What follows belongs to an exercise in optimizing a design on an open flow for small area and a short achievable clock period; a production flow would make more cautious choices. Function was not checked in any run shown here: the RTL went through the layout flow alone. Power figures rest on the tool's default switching activity, not on a simulated workload.

File: design/flow/flow/run.sh
#!/bin/bash
# The standard layout (the standard.sh: ORFS synthesis to final), with buf_2
# cells as the port buffers and a clock tree of clkbuf_8 without dummy loads.
bash standard.sh \
  "BUFFER_PORTS_ARGS=-buffer_cell sky130_fd_sc_hd__buf_2" \
  "CTS_ARGS=-sink_clustering_enable -repair_clock_nets -dont_use_dummy_load -buf_list sky130_fd_sc_hd__clkbuf_8 -sink_clustering_size 14 -sink_clustering_max_diameter 50" \
  finish > standard.log 2>&1
File: design/flow/standard.sh
#!/bin/bash
# synth_recipe.tcl (not shown) runs the flow's synth.tcl, then flattens the netlist and writes it again
# the make line also repeats each setting of config.mk as NAME=value (left out here)
make -C /OpenROAD-flow-scripts/flow DESIGN_CONFIG=/design/flow/config.mk WORK_HOME=/design/flow/orfs CLKGATE_MAP_FILE= SYNTH_SCRIPT=/design/flow/synth_recipe.tcl "${@:-finish}"
File: design/flow/config.mk
export PLATFORM = sky130hd
export DESIGN_NAME = sqrt_16s
export DESIGN_NICKNAME = sqrt_16s
export VERILOG_FILES = /design/flow/design.v
export SDC_FILE = /design/flow/constraint.sdc
export NUM_CORES = 4
export LEC_CHECK = 0
export ABC_AREA = 1
export CAP_MARGIN = 20
export CORE_MARGIN = 2
export CORE_UTILIZATION = 40
export SETUP_SLACK_MARGIN = 1.1
export SLEW_MARGIN = 20
File: design/flow/constraint.sdc
create_clock -name core_clock -period 3.0 [get_ports {clk}]
set_input_delay 0.6000 -clock core_clock [delete_from_list [all_inputs] [get_ports {clk}]]
set_output_delay 0.6000 -clock core_clock [all_outputs]
set_load 0.01 [all_outputs]
File: design/flow/design.v
module sqrt_16s (
    input         clk,
    input  [15:0] data_i,
    input         vld_i,
    output [15:0] data_o,
    output        vld_o
);
    function [6:0] tbl3;
        input [5:0] v;
        case (v)
            6'd0: tbl3 = {3'd0, 4'd0};
            6'd1: tbl3 = {3'd1, 4'd0};
            6'd2: tbl3 = {3'd1, 4'd1};
            6'd3: tbl3 = {3'd1, 4'd2};
            6'd4: tbl3 = {3'd2, 4'd0};
            6'd5: tbl3 = {3'd2, 4'd1};
            6'd6: tbl3 = {3'd2, 4'd2};
            6'd7: tbl3 = {3'd2, 4'd3};
            6'd8: tbl3 = {3'd2, 4'd4};
            6'd9: tbl3 = {3'd3, 4'd0};
            6'd10: tbl3 = {3'd3, 4'd1};
            6'd11: tbl3 = {3'd3, 4'd2};
            6'd12: tbl3 = {3'd3, 4'd3};
            6'd13: tbl3 = {3'd3, 4'd4};
            6'd14: tbl3 = {3'd3, 4'd5};
            6'd15: tbl3 = {3'd3, 4'd6};
            6'd16: tbl3 = {3'd4, 4'd0};
            6'd17: tbl3 = {3'd4, 4'd1};
            6'd18: tbl3 = {3'd4, 4'd2};
            6'd19: tbl3 = {3'd4, 4'd3};
            6'd20: tbl3 = {3'd4, 4'd4};
            6'd21: tbl3 = {3'd4, 4'd5};
            6'd22: tbl3 = {3'd4, 4'd6};
            6'd23: tbl3 = {3'd4, 4'd7};
            6'd24: tbl3 = {3'd4, 4'd8};
            6'd25: tbl3 = {3'd5, 4'd0};
            6'd26: tbl3 = {3'd5, 4'd1};
            6'd27: tbl3 = {3'd5, 4'd2};
            6'd28: tbl3 = {3'd5, 4'd3};
            6'd29: tbl3 = {3'd5, 4'd4};
            6'd30: tbl3 = {3'd5, 4'd5};
            6'd31: tbl3 = {3'd5, 4'd6};
            6'd32: tbl3 = {3'd5, 4'd7};
            6'd33: tbl3 = {3'd5, 4'd8};
            6'd34: tbl3 = {3'd5, 4'd9};
            6'd35: tbl3 = {3'd5, 4'd10};
            6'd36: tbl3 = {3'd6, 4'd0};
            6'd37: tbl3 = {3'd6, 4'd1};
            6'd38: tbl3 = {3'd6, 4'd2};
            6'd39: tbl3 = {3'd6, 4'd3};
            6'd40: tbl3 = {3'd6, 4'd4};
            6'd41: tbl3 = {3'd6, 4'd5};
            6'd42: tbl3 = {3'd6, 4'd6};
            6'd43: tbl3 = {3'd6, 4'd7};
            6'd44: tbl3 = {3'd6, 4'd8};
            6'd45: tbl3 = {3'd6, 4'd9};
            6'd46: tbl3 = {3'd6, 4'd10};
            6'd47: tbl3 = {3'd6, 4'd11};
            6'd48: tbl3 = {3'd6, 4'd12};
            6'd49: tbl3 = {3'd7, 4'd0};
            6'd50: tbl3 = {3'd7, 4'd1};
            6'd51: tbl3 = {3'd7, 4'd2};
            6'd52: tbl3 = {3'd7, 4'd3};
            6'd53: tbl3 = {3'd7, 4'd4};
            6'd54: tbl3 = {3'd7, 4'd5};
            6'd55: tbl3 = {3'd7, 4'd6};
            6'd56: tbl3 = {3'd7, 4'd7};
            6'd57: tbl3 = {3'd7, 4'd8};
            6'd58: tbl3 = {3'd7, 4'd9};
            6'd59: tbl3 = {3'd7, 4'd10};
            6'd60: tbl3 = {3'd7, 4'd11};
            6'd61: tbl3 = {3'd7, 4'd12};
            6'd62: tbl3 = {3'd7, 4'd13};
            6'd63: tbl3 = {3'd7, 4'd14};
            default: tbl3 = 7'bx;
        endcase
    endfunction
    wire [6:0] t3 = tbl3(data_i[15:10]);
    wire [2:0] q3 = t3[6:4];
    wire [3:0] r3 = t3[3:0];
    wire [9:0] x3 = data_i[9:0];
    wire [5:0] a4 = {r3, x3[9:8]};
    wire [5:0] b4 = {1'b0, q3, 2'b01};
    wire [5:0] g4_0 = ~a4 & b4;
    wire [5:0] p4_0 = ~a4 | b4;
    wire g4_1_1 = g4_0[1] | (p4_0[1] & g4_0[0]);
    wire p4_1_1 = p4_0[1] & p4_0[0];
    wire g4_1_3 = g4_0[3] | (p4_0[3] & g4_0[2]);
    wire p4_1_3 = p4_0[3] & p4_0[2];
    wire g4_1_5 = g4_0[5] | (p4_0[5] & g4_0[4]);
    wire p4_1_5 = p4_0[5] & p4_0[4];
    wire g4_2_2 = g4_0[2] | (p4_0[2] & g4_1_1);
    wire p4_2_2 = p4_0[2] & p4_1_1;
    wire g4_2_3 = g4_1_3 | (p4_1_3 & g4_1_1);
    wire p4_2_3 = p4_1_3 & p4_1_1;
    wire g4_3_4 = g4_0[4] | (p4_0[4] & g4_2_3);
    wire p4_3_4 = p4_0[4] & p4_2_3;
    wire g4_3_5 = g4_1_5 | (p4_1_5 & g4_2_3);
    wire p4_3_5 = p4_1_5 & p4_2_3;
    wire s4 = g4_3_5;
    wire [4:0] c4 = {g4_2_3, g4_2_2, g4_1_1, g4_0[0], 1'b0};
    wire [4:0] r4 = a4[4:0] ^ ({5{~s4}} & (b4[4:0] ^ c4));
    wire [3:0] q4 = {q3, ~s4};
    wire [7:0] x4 = x3[7:0];
    reg  [3:0] q_r4;
    always @(posedge clk) q_r4 <= q4;
    reg  [4:0] r_r4;
    always @(posedge clk) r_r4 <= r4;
    reg  [7:0] x_r4;
    always @(posedge clk) x_r4 <= x4;
    reg  [0:0] v_r4;
    always @(posedge clk) v_r4 <= vld_i;
    wire [6:0] a5 = {r_r4, x_r4[7:6]};
    wire [6:0] b5 = {1'b0, q_r4, 2'b01};
    wire [6:0] g5_0 = ~a5 & b5;
    wire [6:0] p5_0 = ~a5 | b5;
    wire g5_1_1 = g5_0[1] | (p5_0[1] & g5_0[0]);
    wire p5_1_1 = p5_0[1] & p5_0[0];
    wire g5_1_3 = g5_0[3] | (p5_0[3] & g5_0[2]);
    wire p5_1_3 = p5_0[3] & p5_0[2];
    wire g5_1_5 = g5_0[5] | (p5_0[5] & g5_0[4]);
    wire p5_1_5 = p5_0[5] & p5_0[4];
    wire g5_2_2 = g5_0[2] | (p5_0[2] & g5_1_1);
    wire p5_2_2 = p5_0[2] & p5_1_1;
    wire g5_2_3 = g5_1_3 | (p5_1_3 & g5_1_1);
    wire p5_2_3 = p5_1_3 & p5_1_1;
    wire g5_2_6 = g5_0[6] | (p5_0[6] & g5_1_5);
    wire p5_2_6 = p5_0[6] & p5_1_5;
    wire g5_3_4 = g5_0[4] | (p5_0[4] & g5_2_3);
    wire p5_3_4 = p5_0[4] & p5_2_3;
    wire g5_3_5 = g5_1_5 | (p5_1_5 & g5_2_3);
    wire p5_3_5 = p5_1_5 & p5_2_3;
    wire g5_3_6 = g5_2_6 | (p5_2_6 & g5_2_3);
    wire p5_3_6 = p5_2_6 & p5_2_3;
    wire s5 = g5_3_6;
    wire [5:0] c5 = {g5_3_4, g5_2_3, g5_2_2, g5_1_1, g5_0[0], 1'b0};
    wire [5:0] r5 = a5[5:0] ^ ({6{~s5}} & (b5[5:0] ^ c5));
    wire [4:0] q5 = {q_r4, ~s5};
    wire [5:0] x5 = x_r4[5:0];
    reg  [4:0] q_r5;
    always @(posedge clk) q_r5 <= q5;
    reg  [5:0] r_r5;
    always @(posedge clk) r_r5 <= r5;
    reg  [5:0] x_r5;
    always @(posedge clk) x_r5 <= x5;
    reg  [0:0] v_r5;
    always @(posedge clk) v_r5 <= v_r4;
    wire [7:0] a6 = {r_r5, x_r5[5:4]};
    wire [7:0] b6 = {1'b0, q_r5, 2'b01};
    wire [7:0] g6_0 = ~a6 & b6;
    wire [7:0] p6_0 = ~a6 | b6;
    wire g6_1_1 = g6_0[1] | (p6_0[1] & g6_0[0]);
    wire p6_1_1 = p6_0[1] & p6_0[0];
    wire g6_1_3 = g6_0[3] | (p6_0[3] & g6_0[2]);
    wire p6_1_3 = p6_0[3] & p6_0[2];
    wire g6_1_5 = g6_0[5] | (p6_0[5] & g6_0[4]);
    wire p6_1_5 = p6_0[5] & p6_0[4];
    wire g6_1_7 = g6_0[7] | (p6_0[7] & g6_0[6]);
    wire p6_1_7 = p6_0[7] & p6_0[6];
    wire g6_2_2 = g6_0[2] | (p6_0[2] & g6_1_1);
    wire p6_2_2 = p6_0[2] & p6_1_1;
    wire g6_2_3 = g6_1_3 | (p6_1_3 & g6_1_1);
    wire p6_2_3 = p6_1_3 & p6_1_1;
    wire g6_2_6 = g6_0[6] | (p6_0[6] & g6_1_5);
    wire p6_2_6 = p6_0[6] & p6_1_5;
    wire g6_2_7 = g6_1_7 | (p6_1_7 & g6_1_5);
    wire p6_2_7 = p6_1_7 & p6_1_5;
    wire g6_3_4 = g6_0[4] | (p6_0[4] & g6_2_3);
    wire p6_3_4 = p6_0[4] & p6_2_3;
    wire g6_3_5 = g6_1_5 | (p6_1_5 & g6_2_3);
    wire p6_3_5 = p6_1_5 & p6_2_3;
    wire g6_3_6 = g6_2_6 | (p6_2_6 & g6_2_3);
    wire p6_3_6 = p6_2_6 & p6_2_3;
    wire g6_3_7 = g6_2_7 | (p6_2_7 & g6_2_3);
    wire p6_3_7 = p6_2_7 & p6_2_3;
    wire s6 = g6_3_7;
    wire [6:0] c6 = {g6_3_5, g6_3_4, g6_2_3, g6_2_2, g6_1_1, g6_0[0], 1'b0};
    wire [6:0] r6 = a6[6:0] ^ ({7{~s6}} & (b6[6:0] ^ c6));
    wire [5:0] q6 = {q_r5, ~s6};
    wire [3:0] x6 = x_r5[3:0];
    reg  [5:0] q_r6;
    always @(posedge clk) q_r6 <= q6;
    reg  [6:0] r_r6;
    always @(posedge clk) r_r6 <= r6;
    reg  [3:0] x_r6;
    always @(posedge clk) x_r6 <= x6;
    reg  [0:0] v_r6;
    always @(posedge clk) v_r6 <= v_r5;
    wire [8:0] a7 = {r_r6, x_r6[3:2]};
    wire [8:0] b7 = {1'b0, q_r6, 2'b01};
    wire [8:0] g7_0 = ~a7 & b7;
    wire [8:0] p7_0 = ~a7 | b7;
    wire g7_1_1 = g7_0[1] | (p7_0[1] & g7_0[0]);
    wire p7_1_1 = p7_0[1] & p7_0[0];
    wire g7_1_3 = g7_0[3] | (p7_0[3] & g7_0[2]);
    wire p7_1_3 = p7_0[3] & p7_0[2];
    wire g7_1_5 = g7_0[5] | (p7_0[5] & g7_0[4]);
    wire p7_1_5 = p7_0[5] & p7_0[4];
    wire g7_1_7 = g7_0[7] | (p7_0[7] & g7_0[6]);
    wire p7_1_7 = p7_0[7] & p7_0[6];
    wire g7_2_2 = g7_0[2] | (p7_0[2] & g7_1_1);
    wire p7_2_2 = p7_0[2] & p7_1_1;
    wire g7_2_3 = g7_1_3 | (p7_1_3 & g7_1_1);
    wire p7_2_3 = p7_1_3 & p7_1_1;
    wire g7_2_6 = g7_0[6] | (p7_0[6] & g7_1_5);
    wire p7_2_6 = p7_0[6] & p7_1_5;
    wire g7_2_7 = g7_1_7 | (p7_1_7 & g7_1_5);
    wire p7_2_7 = p7_1_7 & p7_1_5;
    wire g7_3_4 = g7_0[4] | (p7_0[4] & g7_2_3);
    wire p7_3_4 = p7_0[4] & p7_2_3;
    wire g7_3_5 = g7_1_5 | (p7_1_5 & g7_2_3);
    wire p7_3_5 = p7_1_5 & p7_2_3;
    wire g7_3_6 = g7_2_6 | (p7_2_6 & g7_2_3);
    wire p7_3_6 = p7_2_6 & p7_2_3;
    wire g7_3_7 = g7_2_7 | (p7_2_7 & g7_2_3);
    wire p7_3_7 = p7_2_7 & p7_2_3;
    wire g7_4_8 = g7_0[8] | (p7_0[8] & g7_3_7);
    wire p7_4_8 = p7_0[8] & p7_3_7;
    wire s7 = g7_4_8;
    wire [7:0] c7 = {g7_3_6, g7_3_5, g7_3_4, g7_2_3, g7_2_2, g7_1_1, g7_0[0], 1'b0};
    wire [7:0] r7 = a7[7:0] ^ ({8{~s7}} & (b7[7:0] ^ c7));
    wire [6:0] q7 = {q_r6, ~s7};
    wire [1:0] x7 = x_r6[1:0];
    reg  [6:0] q_r7;
    always @(posedge clk) q_r7 <= q7;
    reg  [7:0] r_r7;
    always @(posedge clk) r_r7 <= r7;
    reg  [1:0] x_r7;
    always @(posedge clk) x_r7 <= x7;
    reg  [0:0] v_r7;
    always @(posedge clk) v_r7 <= v_r6;
    wire [9:0] a8 = {r_r7, x_r7[1:0]};
    wire [9:0] b8 = {1'b0, q_r7, 2'b01};
    wire [9:0] g8_0 = ~a8 & b8;
    wire [9:0] p8_0 = ~a8 | b8;
    wire g8_1_1 = g8_0[1] | (p8_0[1] & g8_0[0]);
    wire p8_1_1 = p8_0[1] & p8_0[0];
    wire g8_1_3 = g8_0[3] | (p8_0[3] & g8_0[2]);
    wire p8_1_3 = p8_0[3] & p8_0[2];
    wire g8_1_5 = g8_0[5] | (p8_0[5] & g8_0[4]);
    wire p8_1_5 = p8_0[5] & p8_0[4];
    wire g8_1_7 = g8_0[7] | (p8_0[7] & g8_0[6]);
    wire p8_1_7 = p8_0[7] & p8_0[6];
    wire g8_1_9 = g8_0[9] | (p8_0[9] & g8_0[8]);
    wire p8_1_9 = p8_0[9] & p8_0[8];
    wire g8_2_2 = g8_0[2] | (p8_0[2] & g8_1_1);
    wire p8_2_2 = p8_0[2] & p8_1_1;
    wire g8_2_3 = g8_1_3 | (p8_1_3 & g8_1_1);
    wire p8_2_3 = p8_1_3 & p8_1_1;
    wire g8_2_6 = g8_0[6] | (p8_0[6] & g8_1_5);
    wire p8_2_6 = p8_0[6] & p8_1_5;
    wire g8_2_7 = g8_1_7 | (p8_1_7 & g8_1_5);
    wire p8_2_7 = p8_1_7 & p8_1_5;
    wire g8_3_4 = g8_0[4] | (p8_0[4] & g8_2_3);
    wire p8_3_4 = p8_0[4] & p8_2_3;
    wire g8_3_5 = g8_1_5 | (p8_1_5 & g8_2_3);
    wire p8_3_5 = p8_1_5 & p8_2_3;
    wire g8_3_6 = g8_2_6 | (p8_2_6 & g8_2_3);
    wire p8_3_6 = p8_2_6 & p8_2_3;
    wire g8_3_7 = g8_2_7 | (p8_2_7 & g8_2_3);
    wire p8_3_7 = p8_2_7 & p8_2_3;
    wire g8_4_8 = g8_0[8] | (p8_0[8] & g8_3_7);
    wire p8_4_8 = p8_0[8] & p8_3_7;
    wire g8_4_9 = g8_1_9 | (p8_1_9 & g8_3_7);
    wire p8_4_9 = p8_1_9 & p8_3_7;
    wire s8 = g8_4_9;
    wire [8:0] c8 = {g8_3_7, g8_3_6, g8_3_5, g8_3_4, g8_2_3, g8_2_2, g8_1_1, g8_0[0], 1'b0};
    wire [8:0] r8 = a8[8:0] ^ ({9{~s8}} & (b8[8:0] ^ c8));
    wire [7:0] q8 = {q_r7, ~s8};
    reg  [7:0] q_r8;
    always @(posedge clk) q_r8 <= q8;
    reg  [8:0] r_r8;
    always @(posedge clk) r_r8 <= r8;
    reg  [0:0] v_r8;
    always @(posedge clk) v_r8 <= v_r7;
    wire [10:0] a9 = {r_r8, 2'b00};
    wire [10:0] b9 = {1'b0, q_r8, 2'b01};
    wire [10:0] g9_0 = ~a9 & b9;
    wire [10:0] p9_0 = ~a9 | b9;
    wire g9_1_1 = g9_0[1] | (p9_0[1] & g9_0[0]);
    wire p9_1_1 = p9_0[1] & p9_0[0];
    wire g9_1_3 = g9_0[3] | (p9_0[3] & g9_0[2]);
    wire p9_1_3 = p9_0[3] & p9_0[2];
    wire g9_1_5 = g9_0[5] | (p9_0[5] & g9_0[4]);
    wire p9_1_5 = p9_0[5] & p9_0[4];
    wire g9_1_7 = g9_0[7] | (p9_0[7] & g9_0[6]);
    wire p9_1_7 = p9_0[7] & p9_0[6];
    wire g9_1_9 = g9_0[9] | (p9_0[9] & g9_0[8]);
    wire p9_1_9 = p9_0[9] & p9_0[8];
    wire g9_2_2 = g9_0[2] | (p9_0[2] & g9_1_1);
    wire p9_2_2 = p9_0[2] & p9_1_1;
    wire g9_2_3 = g9_1_3 | (p9_1_3 & g9_1_1);
    wire p9_2_3 = p9_1_3 & p9_1_1;
    wire g9_2_6 = g9_0[6] | (p9_0[6] & g9_1_5);
    wire p9_2_6 = p9_0[6] & p9_1_5;
    wire g9_2_7 = g9_1_7 | (p9_1_7 & g9_1_5);
    wire p9_2_7 = p9_1_7 & p9_1_5;
    wire g9_2_10 = g9_0[10] | (p9_0[10] & g9_1_9);
    wire p9_2_10 = p9_0[10] & p9_1_9;
    wire g9_3_4 = g9_0[4] | (p9_0[4] & g9_2_3);
    wire p9_3_4 = p9_0[4] & p9_2_3;
    wire g9_3_5 = g9_1_5 | (p9_1_5 & g9_2_3);
    wire p9_3_5 = p9_1_5 & p9_2_3;
    wire g9_3_6 = g9_2_6 | (p9_2_6 & g9_2_3);
    wire p9_3_6 = p9_2_6 & p9_2_3;
    wire g9_3_7 = g9_2_7 | (p9_2_7 & g9_2_3);
    wire p9_3_7 = p9_2_7 & p9_2_3;
    wire g9_4_8 = g9_0[8] | (p9_0[8] & g9_3_7);
    wire p9_4_8 = p9_0[8] & p9_3_7;
    wire g9_4_9 = g9_1_9 | (p9_1_9 & g9_3_7);
    wire p9_4_9 = p9_1_9 & p9_3_7;
    wire g9_4_10 = g9_2_10 | (p9_2_10 & g9_3_7);
    wire p9_4_10 = p9_2_10 & p9_3_7;
    wire s9 = g9_4_10;
    wire [9:0] c9 = {g9_4_8, g9_3_7, g9_3_6, g9_3_5, g9_3_4, g9_2_3, g9_2_2, g9_1_1, g9_0[0], 1'b0};
    wire [9:0] r9 = a9[9:0] ^ ({10{~s9}} & (b9[9:0] ^ c9));
    wire [8:0] q9 = {q_r8, ~s9};
    reg  [8:0] q_r9;
    always @(posedge clk) q_r9 <= q9;
    reg  [9:0] r_r9;
    always @(posedge clk) r_r9 <= r9;
    reg  [0:0] v_r9;
    always @(posedge clk) v_r9 <= v_r8;
    wire [11:0] a10 = {r_r9, 2'b00};
    wire [11:0] b10 = {1'b0, q_r9, 2'b01};
    wire [11:0] g10_0 = ~a10 & b10;
    wire [11:0] p10_0 = ~a10 | b10;
    wire g10_1_1 = g10_0[1] | (p10_0[1] & g10_0[0]);
    wire p10_1_1 = p10_0[1] & p10_0[0];
    wire g10_1_3 = g10_0[3] | (p10_0[3] & g10_0[2]);
    wire p10_1_3 = p10_0[3] & p10_0[2];
    wire g10_1_5 = g10_0[5] | (p10_0[5] & g10_0[4]);
    wire p10_1_5 = p10_0[5] & p10_0[4];
    wire g10_1_7 = g10_0[7] | (p10_0[7] & g10_0[6]);
    wire p10_1_7 = p10_0[7] & p10_0[6];
    wire g10_1_9 = g10_0[9] | (p10_0[9] & g10_0[8]);
    wire p10_1_9 = p10_0[9] & p10_0[8];
    wire g10_1_11 = g10_0[11] | (p10_0[11] & g10_0[10]);
    wire p10_1_11 = p10_0[11] & p10_0[10];
    wire g10_2_2 = g10_0[2] | (p10_0[2] & g10_1_1);
    wire p10_2_2 = p10_0[2] & p10_1_1;
    wire g10_2_3 = g10_1_3 | (p10_1_3 & g10_1_1);
    wire p10_2_3 = p10_1_3 & p10_1_1;
    wire g10_2_6 = g10_0[6] | (p10_0[6] & g10_1_5);
    wire p10_2_6 = p10_0[6] & p10_1_5;
    wire g10_2_7 = g10_1_7 | (p10_1_7 & g10_1_5);
    wire p10_2_7 = p10_1_7 & p10_1_5;
    wire g10_2_10 = g10_0[10] | (p10_0[10] & g10_1_9);
    wire p10_2_10 = p10_0[10] & p10_1_9;
    wire g10_2_11 = g10_1_11 | (p10_1_11 & g10_1_9);
    wire p10_2_11 = p10_1_11 & p10_1_9;
    wire g10_3_4 = g10_0[4] | (p10_0[4] & g10_2_3);
    wire p10_3_4 = p10_0[4] & p10_2_3;
    wire g10_3_5 = g10_1_5 | (p10_1_5 & g10_2_3);
    wire p10_3_5 = p10_1_5 & p10_2_3;
    wire g10_3_6 = g10_2_6 | (p10_2_6 & g10_2_3);
    wire p10_3_6 = p10_2_6 & p10_2_3;
    wire g10_3_7 = g10_2_7 | (p10_2_7 & g10_2_3);
    wire p10_3_7 = p10_2_7 & p10_2_3;
    wire g10_4_8 = g10_0[8] | (p10_0[8] & g10_3_7);
    wire p10_4_8 = p10_0[8] & p10_3_7;
    wire g10_4_9 = g10_1_9 | (p10_1_9 & g10_3_7);
    wire p10_4_9 = p10_1_9 & p10_3_7;
    wire g10_4_10 = g10_2_10 | (p10_2_10 & g10_3_7);
    wire p10_4_10 = p10_2_10 & p10_3_7;
    wire g10_4_11 = g10_2_11 | (p10_2_11 & g10_3_7);
    wire p10_4_11 = p10_2_11 & p10_3_7;
    wire s10 = g10_4_11;
    wire [10:0] c10 = {g10_4_9, g10_4_8, g10_3_7, g10_3_6, g10_3_5, g10_3_4, g10_2_3, g10_2_2, g10_1_1, g10_0[0], 1'b0};
    wire [10:0] r10 = a10[10:0] ^ ({11{~s10}} & (b10[10:0] ^ c10));
    wire [9:0] q10 = {q_r9, ~s10};
    reg  [9:0] q_r10;
    always @(posedge clk) q_r10 <= q10;
    reg  [10:0] r_r10;
    always @(posedge clk) r_r10 <= r10;
    reg  [0:0] v_r10;
    always @(posedge clk) v_r10 <= v_r9;
    wire [12:0] a11 = {r_r10, 2'b00};
    wire [12:0] b11 = {1'b0, q_r10, 2'b01};
    wire [12:0] g11_0 = ~a11 & b11;
    wire [12:0] p11_0 = ~a11 | b11;
    wire g11_1_1 = g11_0[1] | (p11_0[1] & g11_0[0]);
    wire p11_1_1 = p11_0[1] & p11_0[0];
    wire g11_1_3 = g11_0[3] | (p11_0[3] & g11_0[2]);
    wire p11_1_3 = p11_0[3] & p11_0[2];
    wire g11_1_5 = g11_0[5] | (p11_0[5] & g11_0[4]);
    wire p11_1_5 = p11_0[5] & p11_0[4];
    wire g11_1_7 = g11_0[7] | (p11_0[7] & g11_0[6]);
    wire p11_1_7 = p11_0[7] & p11_0[6];
    wire g11_1_9 = g11_0[9] | (p11_0[9] & g11_0[8]);
    wire p11_1_9 = p11_0[9] & p11_0[8];
    wire g11_1_11 = g11_0[11] | (p11_0[11] & g11_0[10]);
    wire p11_1_11 = p11_0[11] & p11_0[10];
    wire g11_2_2 = g11_0[2] | (p11_0[2] & g11_1_1);
    wire p11_2_2 = p11_0[2] & p11_1_1;
    wire g11_2_3 = g11_1_3 | (p11_1_3 & g11_1_1);
    wire p11_2_3 = p11_1_3 & p11_1_1;
    wire g11_2_6 = g11_0[6] | (p11_0[6] & g11_1_5);
    wire p11_2_6 = p11_0[6] & p11_1_5;
    wire g11_2_7 = g11_1_7 | (p11_1_7 & g11_1_5);
    wire p11_2_7 = p11_1_7 & p11_1_5;
    wire g11_2_10 = g11_0[10] | (p11_0[10] & g11_1_9);
    wire p11_2_10 = p11_0[10] & p11_1_9;
    wire g11_2_11 = g11_1_11 | (p11_1_11 & g11_1_9);
    wire p11_2_11 = p11_1_11 & p11_1_9;
    wire g11_3_4 = g11_0[4] | (p11_0[4] & g11_2_3);
    wire p11_3_4 = p11_0[4] & p11_2_3;
    wire g11_3_5 = g11_1_5 | (p11_1_5 & g11_2_3);
    wire p11_3_5 = p11_1_5 & p11_2_3;
    wire g11_3_6 = g11_2_6 | (p11_2_6 & g11_2_3);
    wire p11_3_6 = p11_2_6 & p11_2_3;
    wire g11_3_7 = g11_2_7 | (p11_2_7 & g11_2_3);
    wire p11_3_7 = p11_2_7 & p11_2_3;
    wire g11_3_12 = g11_0[12] | (p11_0[12] & g11_2_11);
    wire p11_3_12 = p11_0[12] & p11_2_11;
    wire g11_4_8 = g11_0[8] | (p11_0[8] & g11_3_7);
    wire p11_4_8 = p11_0[8] & p11_3_7;
    wire g11_4_9 = g11_1_9 | (p11_1_9 & g11_3_7);
    wire p11_4_9 = p11_1_9 & p11_3_7;
    wire g11_4_10 = g11_2_10 | (p11_2_10 & g11_3_7);
    wire p11_4_10 = p11_2_10 & p11_3_7;
    wire g11_4_11 = g11_2_11 | (p11_2_11 & g11_3_7);
    wire p11_4_11 = p11_2_11 & p11_3_7;
    wire g11_4_12 = g11_3_12 | (p11_3_12 & g11_3_7);
    wire p11_4_12 = p11_3_12 & p11_3_7;
    wire s11 = g11_4_12;
    wire [11:0] c11 = {g11_4_10, g11_4_9, g11_4_8, g11_3_7, g11_3_6, g11_3_5, g11_3_4, g11_2_3, g11_2_2, g11_1_1, g11_0[0], 1'b0};
    wire [11:0] r11 = a11[11:0] ^ ({12{~s11}} & (b11[11:0] ^ c11));
    wire [10:0] q11 = {q_r10, ~s11};
    reg  [10:0] q_r11;
    always @(posedge clk) q_r11 <= q11;
    reg  [11:0] r_r11;
    always @(posedge clk) r_r11 <= r11;
    reg  [0:0] v_r11;
    always @(posedge clk) v_r11 <= v_r10;
    wire [13:0] a12 = {r_r11, 2'b00};
    wire [13:0] b12 = {1'b0, q_r11, 2'b01};
    wire [13:0] g12_0 = ~a12 & b12;
    wire [13:0] p12_0 = ~a12 | b12;
    wire g12_1_1 = g12_0[1] | (p12_0[1] & g12_0[0]);
    wire p12_1_1 = p12_0[1] & p12_0[0];
    wire g12_1_3 = g12_0[3] | (p12_0[3] & g12_0[2]);
    wire p12_1_3 = p12_0[3] & p12_0[2];
    wire g12_1_5 = g12_0[5] | (p12_0[5] & g12_0[4]);
    wire p12_1_5 = p12_0[5] & p12_0[4];
    wire g12_1_7 = g12_0[7] | (p12_0[7] & g12_0[6]);
    wire p12_1_7 = p12_0[7] & p12_0[6];
    wire g12_1_9 = g12_0[9] | (p12_0[9] & g12_0[8]);
    wire p12_1_9 = p12_0[9] & p12_0[8];
    wire g12_1_11 = g12_0[11] | (p12_0[11] & g12_0[10]);
    wire p12_1_11 = p12_0[11] & p12_0[10];
    wire g12_1_13 = g12_0[13] | (p12_0[13] & g12_0[12]);
    wire p12_1_13 = p12_0[13] & p12_0[12];
    wire g12_2_2 = g12_0[2] | (p12_0[2] & g12_1_1);
    wire p12_2_2 = p12_0[2] & p12_1_1;
    wire g12_2_3 = g12_1_3 | (p12_1_3 & g12_1_1);
    wire p12_2_3 = p12_1_3 & p12_1_1;
    wire g12_2_6 = g12_0[6] | (p12_0[6] & g12_1_5);
    wire p12_2_6 = p12_0[6] & p12_1_5;
    wire g12_2_7 = g12_1_7 | (p12_1_7 & g12_1_5);
    wire p12_2_7 = p12_1_7 & p12_1_5;
    wire g12_2_10 = g12_0[10] | (p12_0[10] & g12_1_9);
    wire p12_2_10 = p12_0[10] & p12_1_9;
    wire g12_2_11 = g12_1_11 | (p12_1_11 & g12_1_9);
    wire p12_2_11 = p12_1_11 & p12_1_9;
    wire g12_3_4 = g12_0[4] | (p12_0[4] & g12_2_3);
    wire p12_3_4 = p12_0[4] & p12_2_3;
    wire g12_3_5 = g12_1_5 | (p12_1_5 & g12_2_3);
    wire p12_3_5 = p12_1_5 & p12_2_3;
    wire g12_3_6 = g12_2_6 | (p12_2_6 & g12_2_3);
    wire p12_3_6 = p12_2_6 & p12_2_3;
    wire g12_3_7 = g12_2_7 | (p12_2_7 & g12_2_3);
    wire p12_3_7 = p12_2_7 & p12_2_3;
    wire g12_3_12 = g12_0[12] | (p12_0[12] & g12_2_11);
    wire p12_3_12 = p12_0[12] & p12_2_11;
    wire g12_3_13 = g12_1_13 | (p12_1_13 & g12_2_11);
    wire p12_3_13 = p12_1_13 & p12_2_11;
    wire g12_4_8 = g12_0[8] | (p12_0[8] & g12_3_7);
    wire p12_4_8 = p12_0[8] & p12_3_7;
    wire g12_4_9 = g12_1_9 | (p12_1_9 & g12_3_7);
    wire p12_4_9 = p12_1_9 & p12_3_7;
    wire g12_4_10 = g12_2_10 | (p12_2_10 & g12_3_7);
    wire p12_4_10 = p12_2_10 & p12_3_7;
    wire g12_4_11 = g12_2_11 | (p12_2_11 & g12_3_7);
    wire p12_4_11 = p12_2_11 & p12_3_7;
    wire g12_4_12 = g12_3_12 | (p12_3_12 & g12_3_7);
    wire p12_4_12 = p12_3_12 & p12_3_7;
    wire g12_4_13 = g12_3_13 | (p12_3_13 & g12_3_7);
    wire p12_4_13 = p12_3_13 & p12_3_7;
    wire s12 = g12_4_13;
    wire [12:0] c12 = {g12_4_11, g12_4_10, g12_4_9, g12_4_8, g12_3_7, g12_3_6, g12_3_5, g12_3_4, g12_2_3, g12_2_2, g12_1_1, g12_0[0], 1'b0};
    wire [12:0] r12 = a12[12:0] ^ ({13{~s12}} & (b12[12:0] ^ c12));
    wire [11:0] q12 = {q_r11, ~s12};
    reg  [11:0] q_r12;
    always @(posedge clk) q_r12 <= q12;
    reg  [12:0] r_r12;
    always @(posedge clk) r_r12 <= r12;
    reg  [0:0] v_r12;
    always @(posedge clk) v_r12 <= v_r11;
    wire [14:0] a13 = {r_r12, 2'b00};
    wire [14:0] b13 = {1'b0, q_r12, 2'b01};
    wire [14:0] g13_0 = ~a13 & b13;
    wire [14:0] p13_0 = ~a13 | b13;
    wire g13_1_1 = g13_0[1] | (p13_0[1] & g13_0[0]);
    wire p13_1_1 = p13_0[1] & p13_0[0];
    wire g13_1_3 = g13_0[3] | (p13_0[3] & g13_0[2]);
    wire p13_1_3 = p13_0[3] & p13_0[2];
    wire g13_1_5 = g13_0[5] | (p13_0[5] & g13_0[4]);
    wire p13_1_5 = p13_0[5] & p13_0[4];
    wire g13_1_7 = g13_0[7] | (p13_0[7] & g13_0[6]);
    wire p13_1_7 = p13_0[7] & p13_0[6];
    wire g13_1_9 = g13_0[9] | (p13_0[9] & g13_0[8]);
    wire p13_1_9 = p13_0[9] & p13_0[8];
    wire g13_1_11 = g13_0[11] | (p13_0[11] & g13_0[10]);
    wire p13_1_11 = p13_0[11] & p13_0[10];
    wire g13_1_13 = g13_0[13] | (p13_0[13] & g13_0[12]);
    wire p13_1_13 = p13_0[13] & p13_0[12];
    wire g13_2_2 = g13_0[2] | (p13_0[2] & g13_1_1);
    wire p13_2_2 = p13_0[2] & p13_1_1;
    wire g13_2_3 = g13_1_3 | (p13_1_3 & g13_1_1);
    wire p13_2_3 = p13_1_3 & p13_1_1;
    wire g13_2_6 = g13_0[6] | (p13_0[6] & g13_1_5);
    wire p13_2_6 = p13_0[6] & p13_1_5;
    wire g13_2_7 = g13_1_7 | (p13_1_7 & g13_1_5);
    wire p13_2_7 = p13_1_7 & p13_1_5;
    wire g13_2_10 = g13_0[10] | (p13_0[10] & g13_1_9);
    wire p13_2_10 = p13_0[10] & p13_1_9;
    wire g13_2_11 = g13_1_11 | (p13_1_11 & g13_1_9);
    wire p13_2_11 = p13_1_11 & p13_1_9;
    wire g13_2_14 = g13_0[14] | (p13_0[14] & g13_1_13);
    wire p13_2_14 = p13_0[14] & p13_1_13;
    wire g13_3_4 = g13_0[4] | (p13_0[4] & g13_2_3);
    wire p13_3_4 = p13_0[4] & p13_2_3;
    wire g13_3_5 = g13_1_5 | (p13_1_5 & g13_2_3);
    wire p13_3_5 = p13_1_5 & p13_2_3;
    wire g13_3_6 = g13_2_6 | (p13_2_6 & g13_2_3);
    wire p13_3_6 = p13_2_6 & p13_2_3;
    wire g13_3_7 = g13_2_7 | (p13_2_7 & g13_2_3);
    wire p13_3_7 = p13_2_7 & p13_2_3;
    wire g13_3_12 = g13_0[12] | (p13_0[12] & g13_2_11);
    wire p13_3_12 = p13_0[12] & p13_2_11;
    wire g13_3_13 = g13_1_13 | (p13_1_13 & g13_2_11);
    wire p13_3_13 = p13_1_13 & p13_2_11;
    wire g13_3_14 = g13_2_14 | (p13_2_14 & g13_2_11);
    wire p13_3_14 = p13_2_14 & p13_2_11;
    wire g13_4_8 = g13_0[8] | (p13_0[8] & g13_3_7);
    wire p13_4_8 = p13_0[8] & p13_3_7;
    wire g13_4_9 = g13_1_9 | (p13_1_9 & g13_3_7);
    wire p13_4_9 = p13_1_9 & p13_3_7;
    wire g13_4_10 = g13_2_10 | (p13_2_10 & g13_3_7);
    wire p13_4_10 = p13_2_10 & p13_3_7;
    wire g13_4_11 = g13_2_11 | (p13_2_11 & g13_3_7);
    wire p13_4_11 = p13_2_11 & p13_3_7;
    wire g13_4_12 = g13_3_12 | (p13_3_12 & g13_3_7);
    wire p13_4_12 = p13_3_12 & p13_3_7;
    wire g13_4_13 = g13_3_13 | (p13_3_13 & g13_3_7);
    wire p13_4_13 = p13_3_13 & p13_3_7;
    wire g13_4_14 = g13_3_14 | (p13_3_14 & g13_3_7);
    wire p13_4_14 = p13_3_14 & p13_3_7;
    wire s13 = g13_4_14;
    wire [13:0] c13 = {g13_4_12, g13_4_11, g13_4_10, g13_4_9, g13_4_8, g13_3_7, g13_3_6, g13_3_5, g13_3_4, g13_2_3, g13_2_2, g13_1_1, g13_0[0], 1'b0};
    wire [13:0] r13 = a13[13:0] ^ ({14{~s13}} & (b13[13:0] ^ c13));
    wire [12:0] q13 = {q_r12, ~s13};
    reg  [12:0] q_r13;
    always @(posedge clk) q_r13 <= q13;
    reg  [13:0] r_r13;
    always @(posedge clk) r_r13 <= r13;
    reg  [0:0] v_r13;
    always @(posedge clk) v_r13 <= v_r12;
    wire [15:0] a14 = {r_r13, 2'b00};
    wire [15:0] b14 = {1'b0, q_r13, 2'b01};
    wire [15:0] g14_0 = ~a14 & b14;
    wire [15:0] p14_0 = ~a14 | b14;
    wire g14_1_1 = g14_0[1] | (p14_0[1] & g14_0[0]);
    wire p14_1_1 = p14_0[1] & p14_0[0];
    wire g14_1_3 = g14_0[3] | (p14_0[3] & g14_0[2]);
    wire p14_1_3 = p14_0[3] & p14_0[2];
    wire g14_1_5 = g14_0[5] | (p14_0[5] & g14_0[4]);
    wire p14_1_5 = p14_0[5] & p14_0[4];
    wire g14_1_7 = g14_0[7] | (p14_0[7] & g14_0[6]);
    wire p14_1_7 = p14_0[7] & p14_0[6];
    wire g14_1_9 = g14_0[9] | (p14_0[9] & g14_0[8]);
    wire p14_1_9 = p14_0[9] & p14_0[8];
    wire g14_1_11 = g14_0[11] | (p14_0[11] & g14_0[10]);
    wire p14_1_11 = p14_0[11] & p14_0[10];
    wire g14_1_13 = g14_0[13] | (p14_0[13] & g14_0[12]);
    wire p14_1_13 = p14_0[13] & p14_0[12];
    wire g14_1_15 = g14_0[15] | (p14_0[15] & g14_0[14]);
    wire p14_1_15 = p14_0[15] & p14_0[14];
    wire g14_2_2 = g14_0[2] | (p14_0[2] & g14_1_1);
    wire p14_2_2 = p14_0[2] & p14_1_1;
    wire g14_2_3 = g14_1_3 | (p14_1_3 & g14_1_1);
    wire p14_2_3 = p14_1_3 & p14_1_1;
    wire g14_2_6 = g14_0[6] | (p14_0[6] & g14_1_5);
    wire p14_2_6 = p14_0[6] & p14_1_5;
    wire g14_2_7 = g14_1_7 | (p14_1_7 & g14_1_5);
    wire p14_2_7 = p14_1_7 & p14_1_5;
    wire g14_2_10 = g14_0[10] | (p14_0[10] & g14_1_9);
    wire p14_2_10 = p14_0[10] & p14_1_9;
    wire g14_2_11 = g14_1_11 | (p14_1_11 & g14_1_9);
    wire p14_2_11 = p14_1_11 & p14_1_9;
    wire g14_2_14 = g14_0[14] | (p14_0[14] & g14_1_13);
    wire p14_2_14 = p14_0[14] & p14_1_13;
    wire g14_2_15 = g14_1_15 | (p14_1_15 & g14_1_13);
    wire p14_2_15 = p14_1_15 & p14_1_13;
    wire g14_3_4 = g14_0[4] | (p14_0[4] & g14_2_3);
    wire p14_3_4 = p14_0[4] & p14_2_3;
    wire g14_3_5 = g14_1_5 | (p14_1_5 & g14_2_3);
    wire p14_3_5 = p14_1_5 & p14_2_3;
    wire g14_3_6 = g14_2_6 | (p14_2_6 & g14_2_3);
    wire p14_3_6 = p14_2_6 & p14_2_3;
    wire g14_3_7 = g14_2_7 | (p14_2_7 & g14_2_3);
    wire p14_3_7 = p14_2_7 & p14_2_3;
    wire g14_3_12 = g14_0[12] | (p14_0[12] & g14_2_11);
    wire p14_3_12 = p14_0[12] & p14_2_11;
    wire g14_3_13 = g14_1_13 | (p14_1_13 & g14_2_11);
    wire p14_3_13 = p14_1_13 & p14_2_11;
    wire g14_3_14 = g14_2_14 | (p14_2_14 & g14_2_11);
    wire p14_3_14 = p14_2_14 & p14_2_11;
    wire g14_3_15 = g14_2_15 | (p14_2_15 & g14_2_11);
    wire p14_3_15 = p14_2_15 & p14_2_11;
    wire g14_4_8 = g14_0[8] | (p14_0[8] & g14_3_7);
    wire p14_4_8 = p14_0[8] & p14_3_7;
    wire g14_4_9 = g14_1_9 | (p14_1_9 & g14_3_7);
    wire p14_4_9 = p14_1_9 & p14_3_7;
    wire g14_4_10 = g14_2_10 | (p14_2_10 & g14_3_7);
    wire p14_4_10 = p14_2_10 & p14_3_7;
    wire g14_4_11 = g14_2_11 | (p14_2_11 & g14_3_7);
    wire p14_4_11 = p14_2_11 & p14_3_7;
    wire g14_4_12 = g14_3_12 | (p14_3_12 & g14_3_7);
    wire p14_4_12 = p14_3_12 & p14_3_7;
    wire g14_4_13 = g14_3_13 | (p14_3_13 & g14_3_7);
    wire p14_4_13 = p14_3_13 & p14_3_7;
    wire g14_4_14 = g14_3_14 | (p14_3_14 & g14_3_7);
    wire p14_4_14 = p14_3_14 & p14_3_7;
    wire g14_4_15 = g14_3_15 | (p14_3_15 & g14_3_7);
    wire p14_4_15 = p14_3_15 & p14_3_7;
    wire s14 = g14_4_15;
    wire [14:0] c14 = {g14_4_13, g14_4_12, g14_4_11, g14_4_10, g14_4_9, g14_4_8, g14_3_7, g14_3_6, g14_3_5, g14_3_4, g14_2_3, g14_2_2, g14_1_1, g14_0[0], 1'b0};
    wire [14:0] r14 = a14[14:0] ^ ({15{~s14}} & (b14[14:0] ^ c14));
    wire [13:0] q14 = {q_r13, ~s14};
    reg  [13:0] q_r14;
    always @(posedge clk) q_r14 <= q14;
    reg  [14:0] r_r14;
    always @(posedge clk) r_r14 <= r14;
    reg  [0:0] v_r14;
    always @(posedge clk) v_r14 <= v_r13;
    wire [16:0] a15 = {r_r14, 2'b00};
    wire [16:0] b15 = {1'b0, q_r14, 2'b01};
    wire [16:0] g15_0 = ~a15 & b15;
    wire [16:0] p15_0 = ~a15 | b15;
    wire g15_1_1 = g15_0[1] | (p15_0[1] & g15_0[0]);
    wire p15_1_1 = p15_0[1] & p15_0[0];
    wire g15_1_3 = g15_0[3] | (p15_0[3] & g15_0[2]);
    wire p15_1_3 = p15_0[3] & p15_0[2];
    wire g15_1_5 = g15_0[5] | (p15_0[5] & g15_0[4]);
    wire p15_1_5 = p15_0[5] & p15_0[4];
    wire g15_1_7 = g15_0[7] | (p15_0[7] & g15_0[6]);
    wire p15_1_7 = p15_0[7] & p15_0[6];
    wire g15_1_9 = g15_0[9] | (p15_0[9] & g15_0[8]);
    wire p15_1_9 = p15_0[9] & p15_0[8];
    wire g15_1_11 = g15_0[11] | (p15_0[11] & g15_0[10]);
    wire p15_1_11 = p15_0[11] & p15_0[10];
    wire g15_1_13 = g15_0[13] | (p15_0[13] & g15_0[12]);
    wire p15_1_13 = p15_0[13] & p15_0[12];
    wire g15_1_15 = g15_0[15] | (p15_0[15] & g15_0[14]);
    wire p15_1_15 = p15_0[15] & p15_0[14];
    wire g15_2_2 = g15_0[2] | (p15_0[2] & g15_1_1);
    wire p15_2_2 = p15_0[2] & p15_1_1;
    wire g15_2_3 = g15_1_3 | (p15_1_3 & g15_1_1);
    wire p15_2_3 = p15_1_3 & p15_1_1;
    wire g15_2_6 = g15_0[6] | (p15_0[6] & g15_1_5);
    wire p15_2_6 = p15_0[6] & p15_1_5;
    wire g15_2_7 = g15_1_7 | (p15_1_7 & g15_1_5);
    wire p15_2_7 = p15_1_7 & p15_1_5;
    wire g15_2_10 = g15_0[10] | (p15_0[10] & g15_1_9);
    wire p15_2_10 = p15_0[10] & p15_1_9;
    wire g15_2_11 = g15_1_11 | (p15_1_11 & g15_1_9);
    wire p15_2_11 = p15_1_11 & p15_1_9;
    wire g15_2_14 = g15_0[14] | (p15_0[14] & g15_1_13);
    wire p15_2_14 = p15_0[14] & p15_1_13;
    wire g15_2_15 = g15_1_15 | (p15_1_15 & g15_1_13);
    wire p15_2_15 = p15_1_15 & p15_1_13;
    wire g15_3_4 = g15_0[4] | (p15_0[4] & g15_2_3);
    wire p15_3_4 = p15_0[4] & p15_2_3;
    wire g15_3_5 = g15_1_5 | (p15_1_5 & g15_2_3);
    wire p15_3_5 = p15_1_5 & p15_2_3;
    wire g15_3_6 = g15_2_6 | (p15_2_6 & g15_2_3);
    wire p15_3_6 = p15_2_6 & p15_2_3;
    wire g15_3_7 = g15_2_7 | (p15_2_7 & g15_2_3);
    wire p15_3_7 = p15_2_7 & p15_2_3;
    wire g15_3_12 = g15_0[12] | (p15_0[12] & g15_2_11);
    wire p15_3_12 = p15_0[12] & p15_2_11;
    wire g15_3_13 = g15_1_13 | (p15_1_13 & g15_2_11);
    wire p15_3_13 = p15_1_13 & p15_2_11;
    wire g15_3_14 = g15_2_14 | (p15_2_14 & g15_2_11);
    wire p15_3_14 = p15_2_14 & p15_2_11;
    wire g15_3_15 = g15_2_15 | (p15_2_15 & g15_2_11);
    wire p15_3_15 = p15_2_15 & p15_2_11;
    wire g15_4_8 = g15_0[8] | (p15_0[8] & g15_3_7);
    wire p15_4_8 = p15_0[8] & p15_3_7;
    wire g15_4_9 = g15_1_9 | (p15_1_9 & g15_3_7);
    wire p15_4_9 = p15_1_9 & p15_3_7;
    wire g15_4_10 = g15_2_10 | (p15_2_10 & g15_3_7);
    wire p15_4_10 = p15_2_10 & p15_3_7;
    wire g15_4_11 = g15_2_11 | (p15_2_11 & g15_3_7);
    wire p15_4_11 = p15_2_11 & p15_3_7;
    wire g15_4_12 = g15_3_12 | (p15_3_12 & g15_3_7);
    wire p15_4_12 = p15_3_12 & p15_3_7;
    wire g15_4_13 = g15_3_13 | (p15_3_13 & g15_3_7);
    wire p15_4_13 = p15_3_13 & p15_3_7;
    wire g15_4_14 = g15_3_14 | (p15_3_14 & g15_3_7);
    wire p15_4_14 = p15_3_14 & p15_3_7;
    wire g15_4_15 = g15_3_15 | (p15_3_15 & g15_3_7);
    wire p15_4_15 = p15_3_15 & p15_3_7;
    wire g15_5_16 = g15_0[16] | (p15_0[16] & g15_4_15);
    wire p15_5_16 = p15_0[16] & p15_4_15;
    wire s15 = g15_5_16;
    wire [15:0] c15 = {g15_4_14, g15_4_13, g15_4_12, g15_4_11, g15_4_10, g15_4_9, g15_4_8, g15_3_7, g15_3_6, g15_3_5, g15_3_4, g15_2_3, g15_2_2, g15_1_1, g15_0[0], 1'b0};
    wire [15:0] r15 = a15[15:0] ^ ({16{~s15}} & (b15[15:0] ^ c15));
    wire [14:0] q15 = {q_r14, ~s15};
    reg  [14:0] q_r15;
    always @(posedge clk) q_r15 <= q15;
    reg  [15:0] r_r15;
    always @(posedge clk) r_r15 <= r15;
    reg  [0:0] v_r15;
    always @(posedge clk) v_r15 <= v_r14;
    wire [17:0] a16 = {r_r15, 2'b00};
    wire [17:0] b16 = {1'b0, q_r15, 2'b01};
    wire [17:0] g16_0 = ~a16 & b16;
    wire [17:0] p16_0 = ~a16 | b16;
    wire g16_1_1 = g16_0[1] | (p16_0[1] & g16_0[0]);
    wire p16_1_1 = p16_0[1] & p16_0[0];
    wire g16_1_3 = g16_0[3] | (p16_0[3] & g16_0[2]);
    wire p16_1_3 = p16_0[3] & p16_0[2];
    wire g16_1_5 = g16_0[5] | (p16_0[5] & g16_0[4]);
    wire p16_1_5 = p16_0[5] & p16_0[4];
    wire g16_1_7 = g16_0[7] | (p16_0[7] & g16_0[6]);
    wire p16_1_7 = p16_0[7] & p16_0[6];
    wire g16_1_9 = g16_0[9] | (p16_0[9] & g16_0[8]);
    wire p16_1_9 = p16_0[9] & p16_0[8];
    wire g16_1_11 = g16_0[11] | (p16_0[11] & g16_0[10]);
    wire p16_1_11 = p16_0[11] & p16_0[10];
    wire g16_1_13 = g16_0[13] | (p16_0[13] & g16_0[12]);
    wire p16_1_13 = p16_0[13] & p16_0[12];
    wire g16_1_15 = g16_0[15] | (p16_0[15] & g16_0[14]);
    wire p16_1_15 = p16_0[15] & p16_0[14];
    wire g16_1_17 = g16_0[17] | (p16_0[17] & g16_0[16]);
    wire p16_1_17 = p16_0[17] & p16_0[16];
    wire g16_2_2 = g16_0[2] | (p16_0[2] & g16_1_1);
    wire p16_2_2 = p16_0[2] & p16_1_1;
    wire g16_2_3 = g16_1_3 | (p16_1_3 & g16_1_1);
    wire p16_2_3 = p16_1_3 & p16_1_1;
    wire g16_2_6 = g16_0[6] | (p16_0[6] & g16_1_5);
    wire p16_2_6 = p16_0[6] & p16_1_5;
    wire g16_2_7 = g16_1_7 | (p16_1_7 & g16_1_5);
    wire p16_2_7 = p16_1_7 & p16_1_5;
    wire g16_2_10 = g16_0[10] | (p16_0[10] & g16_1_9);
    wire p16_2_10 = p16_0[10] & p16_1_9;
    wire g16_2_11 = g16_1_11 | (p16_1_11 & g16_1_9);
    wire p16_2_11 = p16_1_11 & p16_1_9;
    wire g16_2_14 = g16_0[14] | (p16_0[14] & g16_1_13);
    wire p16_2_14 = p16_0[14] & p16_1_13;
    wire g16_2_15 = g16_1_15 | (p16_1_15 & g16_1_13);
    wire p16_2_15 = p16_1_15 & p16_1_13;
    wire g16_3_4 = g16_0[4] | (p16_0[4] & g16_2_3);
    wire p16_3_4 = p16_0[4] & p16_2_3;
    wire g16_3_5 = g16_1_5 | (p16_1_5 & g16_2_3);
    wire p16_3_5 = p16_1_5 & p16_2_3;
    wire g16_3_6 = g16_2_6 | (p16_2_6 & g16_2_3);
    wire p16_3_6 = p16_2_6 & p16_2_3;
    wire g16_3_7 = g16_2_7 | (p16_2_7 & g16_2_3);
    wire p16_3_7 = p16_2_7 & p16_2_3;
    wire g16_3_12 = g16_0[12] | (p16_0[12] & g16_2_11);
    wire p16_3_12 = p16_0[12] & p16_2_11;
    wire g16_3_13 = g16_1_13 | (p16_1_13 & g16_2_11);
    wire p16_3_13 = p16_1_13 & p16_2_11;
    wire g16_3_14 = g16_2_14 | (p16_2_14 & g16_2_11);
    wire p16_3_14 = p16_2_14 & p16_2_11;
    wire g16_3_15 = g16_2_15 | (p16_2_15 & g16_2_11);
    wire p16_3_15 = p16_2_15 & p16_2_11;
    wire g16_4_8 = g16_0[8] | (p16_0[8] & g16_3_7);
    wire p16_4_8 = p16_0[8] & p16_3_7;
    wire g16_4_9 = g16_1_9 | (p16_1_9 & g16_3_7);
    wire p16_4_9 = p16_1_9 & p16_3_7;
    wire g16_4_10 = g16_2_10 | (p16_2_10 & g16_3_7);
    wire p16_4_10 = p16_2_10 & p16_3_7;
    wire g16_4_11 = g16_2_11 | (p16_2_11 & g16_3_7);
    wire p16_4_11 = p16_2_11 & p16_3_7;
    wire g16_4_12 = g16_3_12 | (p16_3_12 & g16_3_7);
    wire p16_4_12 = p16_3_12 & p16_3_7;
    wire g16_4_13 = g16_3_13 | (p16_3_13 & g16_3_7);
    wire p16_4_13 = p16_3_13 & p16_3_7;
    wire g16_4_14 = g16_3_14 | (p16_3_14 & g16_3_7);
    wire p16_4_14 = p16_3_14 & p16_3_7;
    wire g16_4_15 = g16_3_15 | (p16_3_15 & g16_3_7);
    wire p16_4_15 = p16_3_15 & p16_3_7;
    wire g16_5_16 = g16_0[16] | (p16_0[16] & g16_4_15);
    wire p16_5_16 = p16_0[16] & p16_4_15;
    wire g16_5_17 = g16_1_17 | (p16_1_17 & g16_4_15);
    wire p16_5_17 = p16_1_17 & p16_4_15;
    wire s16 = g16_5_17;
    wire [15:0] q16 = {q_r15, ~s16};
    reg  [15:0] q_r16;
    always @(posedge clk) q_r16 <= q16;
    reg  [0:0] v_r16;
    always @(posedge clk) v_r16 <= v_r15;
    assign data_o = q_r16;
    assign vld_o  = v_r16;
endmodule
==> key figures, run 1 <==
STA
  – Skew final: 0.0632 ns
  – Tightest Pin Transition: 0.391 ns
  – Fin. max-slew vios: 0
  – Max-slew headroom: about three quarters
  – Crit share post-route: 61.6%
  – Final min period: between 1.5 and 2 ns
  – Peak Freq: 541 MHz
  – RSZ-0062 raised after global routing: yes
  – Fin. Hold Viols: 0
  – Setup violators final: 0
  – Setup TNS: 0 ns

Finish
  – Synth-to-Final Area Change: 10.3%
  – Share of layout cells above drive strength 1: 14.0%
  – Nets: 1,640
  – Most frequent cells in the layout: nand2_1 (397), dfxtp_1 (273), inv_1 (241), nor2_1 (108), nand3_1 (107)
  – FILL cells: 2,960
  – Non-Filler Instances: approximately 2k
  – N_diodes: 0
  – Area occupied by multi-input gates: between 5000 and 6000 sq um
  – Reg area: 5510 sq um
  – Commonest non-fill, non-tap cell in the layout: nand2_1

CTS
  – Root buffer selected by CTS: clkbuf_8
  – H-tree depth: 1
  – TritonCTS buffer count: 31
  – Clock Pin Slew Worst Setup and Hold Paths: 0.08 ns
  – CTS tree: yes
  – Clk buf depth: 3
  – CTS Hold Bufs: 0
  – Worst skew pair latency: 0.59 ns
  – CTS sink count: 275

Flow run
  – Max cap viols: 0

Pwr
  – Pwr Density: 1240 nW/um^2
  – Cell leakage power: 6.74 nW
  – Gate power share: around 50%
  – Worst VDD drop: 579 uV
  – Net Sw Frac: 43.1%
  – Power Internal: 0.00929 W
  – Net Switching: 0.00704 W
  – Sequential share of power: 37.6%
  – Clock network fraction of total power: between 10% and 20%

Synthesis
  – Synth Area in Simple Gates: around 29%
  – Register bit count reported by yosys: about 280
  – Post-Syn Area: 11,900 sq um
  – Area share of fa/ha/maj cells after synthesis: around 1.3%
  – Post-synthesis mux area share: 0%
  – Yosys warning count: 1
  – Post-synth top flop: dfxtp_1
  – Post-synth EDFFs: 0
  – Largest family of logic cells by synthesized area: simple AND/OR/NAND/NOR gates
  – Post-synthesis xor/xnor area fraction: 6.76%
  – Compound-Gate Fraction of Synth Area: roughly 7.9%
  – Avg Cell Area, Syn: ~7.7 sq um
  – Synthesized instance count: 1,541
  – Synth cell types: 57
  – Syn nets: 1,568
  – Sequential area share after synthesis: 46.2%
  – Post-synth ARST share: 0%

Critical path
  – Critical Path Sink: r_r4[0]$_DFF_P_
  – R2R depth: 12
  – Critical Path AT: about 2.3 ns
  – Worst R2R End: r_r8[0]$_DFF_P_
  – CP Data Required Time: 3.45 ns
  – Setup crit end kind: flip-flop
  – CP startpoint kind: primary input
  – Crit Path Category: in2reg
  – Reg-to-Reg Start: r_r7[0]$_DFF_P_
  – Worst-path maximum fanout: 6
  – Crit path from: data_i[10]
  – R2R setup slack: 1.17 ns

Drt
  – Drt wl/cell: 9.66 um
  – Routed vias: 9,022
  – First-pass DRT Iterations: 5
  – Drc violations: 0
  – Via-to-Cell Ratio: 4.51
  – Iteration-0 DRC Markers: 261
  – Detail Route Antenna Nets: 0
  – Final wirelength: 19,300 um

Run status
  – Status: no timing/DRC/antenna violations

Hold path
  – Worst Hold Depth: 1
  – Type of the worst min-delay path: in2reg

Floorplanning
  – Number of core rows: 63
  – Starting density of the core: 40.5%
  – Die width: between 150 and 200 um
  – Die H: 177 um
  – Die area: around 31,000 sq um
  – IO Pins: 35
  – Core area: approximately 30,000 sq um

Global routing
  – Via count of the first global-routing pass: 8,292
  – Gr usage total: 12.6%
  – First-pass GRT wire length: 33,700 um
  – Initial antenna violation count: 0
  – Gr ovfl total: 0
  – Largest net degree at the start of global routing: 19

Placement
  – Gpl congestion: 0.807
  – DP HPWL: 14,900 um
  – Port Buffer Count: 34
  – Dpl cells: a little under 2k
[state kept, by name (all words and copies together), names as in the netlist, 10 cells and up]
name,cells
r_r13,12
q_r16,16
q_r12,12
q_r11,11
r_r12,11
q_r10,10
q_r13,13
r_r14,13
q_r14,14
q_r15,15
r_r15,14
r_r11,10
[synthesized netlist by cell type, types with 4 or more instances]
cell	n	area share, %
nand2_4	7	0.66
o21ai_0	55	2.3
buf_6	5	0.47
nand4_1	17	0.89
dfxtp_1	275	46
inv_2	17	0.53
ha_1	9	0.94
nand4_2	7	0.73
or2_2	11	0.58
nor3_1	6	0.25
o21ai_1	13	0.55
a21oi_1	37	1.6
nand3_1	107	4.5
nor2_1	109	3.4
nand3b_1	6	0.38
nand2_2	23	1.2
xor2_1	78	5.7
nor2_4	6	0.57
a21oi_2	7	0.51
o21ai_2	7	0.51
nand2_1	402	13
nor2_2	6	0.31
inv_1	245	7.7
nand3_2	16	1.3
o22ai_1	4	0.21
xnor2_1	14	1.0
[power by group through the flow]
| stage | logic, W | clock network (W) | registers (W) |
|---|---|---|---|
| finish | 0.00815 | 0.00203 | 0.00615 |
| global route | 0.00943 | 0.00230 | 0.00636 |
| CTS | 0.00791 | 0.00215 | 0.00614 |
| detailed placement | 0.00789 | 0 | 0.00623 |
| global placement | 0.00768 | 0 | 0.00620 |
| floorplan | 0.00658 | 0 | 0.00603 |
[stage by stage]
step	total power, W	hold slack (ns)	area, sq um	util (%)	setup slack [ns]
after floorplan	0.0126	0.310	11900	-	0.982
after global placement	0.0139	0.310	12500	42.4	0.687
after detailed placement	0.0141	0.312	12500	42.4	0.624
after CTS	0.0162	0.102	12900	43.9	1.17
after global routing	0.0181	0.106	13200	44.6	1.07
final	0.0163	0.147	13200	44.6	1.15
[final cells by class]
type	count	share of cell area (%)
Multi-Input combinational cell	992	41.3
Timing Repair Buffer	47	2.15
Tap cell	390	3.71
Clock buffer	31	3.24
Inverter	266	7.75
Sequential cell	275	41.9
[metal layers]
metal / GRT usage [%] / part of all wire (%)
met1: 13.5 / 43
met2: 24.6 / 51
met3: 2.15 / 3.1
met4: 4.65 / 3.5
met5: 0 / 0
[critical path, stage by stage]
cell and delay [ns]:
clkbuf_4 0.14, clkinvlp_4 0.19, ha_4 0.23, inv_4 0.07, nor2_4 0.05, nor2_4 0.14, o21ai_4 0.07, nand2_2 0.08
nand2_2 0.07, nand2_2 0.09, nand2_4 0.06, nand3_2 0.09, nand2_4 0.07, ha_2 0.31, inv_1 0.03
[worst min-delay path by stage]
stage	start	end
after CTS	data_i[4]	x_r4[4]$_DFF_P_
after global routing	data_i[4]	x_r4[4]$_DFF_P_
after detailed placement	v_r12$_DFF_P_	v_r13$_DFF_P_
after global placement	v_r11$_DFF_P_	v_r12$_DFF_P_
after floorplan	v_r9$_DFF_P_	v_r10$_DFF_P_
final	data_i[4]	x_r4[4]$_DFF_P_
[logic make-up after synthesis]
family,Yosys count
compound gates,149
xor+xnor,92
fa+ha+maj,13
buf+inv,274
flops,275
simple gates,738
[repair_timing]
action                     CTS  global route
gates resized for setup      0            32
setup buffers                0            13
setup endpoints to repair    0            17
==> run 2, diff against run 1 <==
==> design/flow/flow/run.sh (replaced) <==
#!/bin/bash
# The standard layout (standard.sh: ORFS from synthesis to the final layout) with:
#  - ADDER_MAP_FILE empty: Yosys does not extract full/half-adder cells, so ABC maps
#    all the logic itself (the registers are the same as in the standard synthesis);
#  - buf_2 cells as the input and output port buffers;
#  - a clock tree of clkbuf_8 cells without dummy loads.
# Everything ORFS prints goes to standard.log in this folder; each step's own log stays
# under orfs/logs/.
bash standard.sh \
  "ADDER_MAP_FILE=" \
  "BUFFER_PORTS_ARGS=-buffer_cell sky130_fd_sc_hd__buf_2" \
  "CTS_ARGS=-sink_clustering_enable -repair_clock_nets -dont_use_dummy_load -buf_list sky130_fd_sc_hd__clkbuf_8 -sink_clustering_size 14 -sink_clustering_max_diameter 50" \
  finish > standard.log 2>&1
==> key figures, run 2 <==
Floorplanning
  – Die width: 171 um (was 177 um)
  – Die area: 29,400 sq um (was 31,200 sq um)
  – Starting density of the core: 40.4% (was 40.5%)
  – IO Pins: 35 (unchanged)
  – Core area: 27,700 sq um (was 29,500 sq um)
  – Number of core rows: 61 (was 63)

Critical path
  – R2R setup slack: 1.25 ns (was 1.17 ns)
  – R2R depth: 11 (was 12)
  – Setup crit end kind: flip-flop (unchanged)
  – CP Data Required Time: 3.43 ns (was 3.45 ns)
  – Reg-to-Reg Start: x_r5[4]$_DFF_P_ (was r_r7[0]$_DFF_P_)
  – Critical Path AT: 2.18 ns (was 2.30 ns)
  – Crit path from: x_r5[4]$_DFF_P_ (was data_i[10])
  – Slowest-stage cell, CP: dfxtp_1 (was ha_2)
  – Worst-path maximum fanout: 5 (was 6)
  – Critical Path Sink: r_r6[6]$_DFF_P_ (was r_r4[0]$_DFF_P_)
  – CP most frequent cell: nand2_1 (was nand2_2)
  – Critical-path cell list: nor2_2, o21ai_1, nand2_1, nand2_1, a21oi_4, nand2_1, nand2_4, inv_2, nand3_1, xor2_1, inv_1 (was clkbuf_4, clkinvlp_4, ha_4, inv_4, nor2_4, nor2_4, o21ai_4, nand2_2, nand2_2, nand2_2, nand2_4, nand3_2, nand2_4, ha_2, inv_1)
  – Crit Path Category: reg2reg (was in2reg)
  – CP startpoint kind: flip-flop (was primary input)
  – WP buf/inv: 2 (was 4)

Finish
  – Design Area, Final: 12,400 sq um (was 13,200 sq um)
  – FILL cells: 2,757 (was 2,960)
  – Synth-to-Final Area Change: 10.3% (about the same)
  – Core Util, Final: 44.6% (about the same)
  – Top flop regs: q_r16: 16 flops, q_r15: 15 flops (unchanged)
  – Non-Filler Instances: 1,907 (was 2,001)
  – N_diodes: 0 (unchanged)

Drt
  – First-pass DRT Iterations: 5 (unchanged)
  – Iteration-0 DRC Markers: 336 (was 261)
  – Final wirelength: 18,800 um (was 19,300 um)
  – Drc violations: 0 (unchanged)
  – Drt wl/cell: 9.86 um (was 9.66 um)

Synthesis
  – Post-synth EDFFs: 0 (unchanged)
  – Sequential area share after synthesis: 49.1% (was 46.2%)
  – Synth cell types: 35 (was 57)
  – Post-synth ARST share: 0% (unchanged)
  – Avg Cell Area, Syn: 7.64 sq um (was 7.74 sq um)
  – Synthesized instance count: 1,466 (was 1,541)
  – Area leader, netlist: dfxtp_1 (unchanged)
  – Most frequent cell after synthesis: nand2_1 (unchanged)
  – Syn nets: 1,484 (was 1,568)
  – Most frequent cells after synthesis: nand2_1 (369), dfxtp_1 (275), inv_1 (216) (was nand2_1 (402), dfxtp_1 (275), inv_1 (245))
  – Yosys warning count: 1 (unchanged)
  – Register bit count reported by yosys: 275 (unchanged)
  – Top-area cell type share of the netlist area: 49.1% (was 46.2%)

STA
  – Setup violators final: 0 (unchanged)
  – RSZ-0062 raised after global routing: yes (unchanged)
  – Setup TNS: 0 ns (unchanged)
  – Crit share post-route: 58.3% (was 61.6%)
  – Max-slew headroom: 76.4% (was 73.8%)
  – Final min period: 1.75 ns (was 1.85 ns)
  – Fin. Hold Viols: 0 (unchanged)
  – Tightest Pin Transition: 0.350 ns (was 0.391 ns)

Placement
  – Dpl cells: 1,874 (was 1,957)
  – Port Buffer Count: 34 (unchanged)
  – Gpl congestion: 0.825 (was 0.807)
  – DP HPWL: 14,400 um (was 14,900 um)
  – DP Area: 11,800 sq um (was 12,500 sq um)

Pwr
  – Pwr Density: 1270 nW/um^2 (was 1240 nW/um^2)
  – Worst VDD drop: 645 uV (was 579 uV)

Flow run
  – Max cap viols: 0 (unchanged)

CTS
  – CTS tree: yes (unchanged)
  – CTS sink count: 275 (unchanged)
  – Clk buf depth: 3 (unchanged)
  – CTS Hold Bufs: 0 (unchanged)

Hold path
  – Type of the worst min-delay path: in2reg (unchanged)

Global routing
  – Largest net degree at the start of global routing: 23 (was 19)
  – Gr usage total: 12.9% (was 12.6%)
  – Initial antenna violation count: 0 (unchanged)

Run status
  – Status: no timing/DRC/antenna violations (unchanged)
## run 2: logic make-up after synthesis
logic type / Yosys count / share of synthesized area [%]
compound gates: 148 / 7.30
xor+xnor: 116 / 9.07
buf+inv: 236 / 7.97
flops: 275 / 49.1
simple gates: 691 / 26.5
## run 2: worst register-to-register path, stage by stage, from the launching register on
cell and delay [ns]:
dfxtp_1 0.34, nor2_2 0.14, o21ai_1 0.08, nand2_1 0.08, nand2_1 0.10, a21oi_4 0.21
nand2_1 0.12, nand2_4 0.11, inv_2 0.08, nand3_1 0.10, xor2_1 0.20, inv_1 0.07
## run 2: timing repair
action	in CTS	in global routing
resized for setup	6	22
setup endpoints to repair	25	68
pin swaps	0	4
setup buffers	0	4
## run 2: worst min-delay path by stage
| stage | cells after the start | slack (ns) | endpoint | from |
|---|---|---|---|---|
| global placement | 0 | 0.31 | v_r9$_DFF_P_ | v_r8$_DFF_P_ |
| detailed placement | 0 | 0.31 | v_r13$_DFF_P_ | v_r12$_DFF_P_ |
| floorplan | 0 | 0.31 | v_r10$_DFF_P_ | v_r9$_DFF_P_ |
| CTS | 1 | 0.09 | x_r4[1]$_DFF_P_ | data_i[1] |
| finish | 1 | 0.14 | x_r4[1]$_DFF_P_ | data_i[1] |
| global route | 1 | 0.09 | x_r4[1]$_DFF_P_ | data_i[1] |
## run 2: routing by layer
layer,up-vias,share of wire (%),track usage (%)
met2,110,52,25.8
met4,0,2.7,4.31
met1,3815,42,13.3
met5,-,0,0
met3,33,3.3,2.28
li1,4666,-,-
## run 2: report_power, final
group	switching [W]	internal [W]
logic	0.00454	0.00299
registers	0.000966	0.00518
clock network	0.00112	0.000854
total	0.00663	0.00902
## run 2: area by class of cell
cell class                 count  area, sq um  area share, %
inverter                     232          886           7.17
sequential                   275         5510           44.5
multi-input combinational    955         4900           39.6
timing repair buffer          38          200           1.62
clock buffer                  29          399           3.23
tap                          378          473           3.83
## run 2: metrics by stage
step / setup slack (ns) / hold slack, ns / total power (W)
after detailed placement: 0.915 / 0.312 / 0.0136
after CTS: 1.10 / 0.0888 / 0.0156
final: 1.25 / 0.137 / 0.0157
after floorplan: 1.14 / 0.310 / 0.0120
after global placement: 0.976 / 0.310 / 0.0133
after global routing: 1.06 / 0.0884 / 0.0173

Setup slack of run 2, layout unchanged: 1.251 ns with ideal ports, 1.251 ns with driving cells assumed (clock clkbuf_16, inputs buf_2), 0.906 ns with port delays also shifted by the 0.591 ns mid clock arrival.
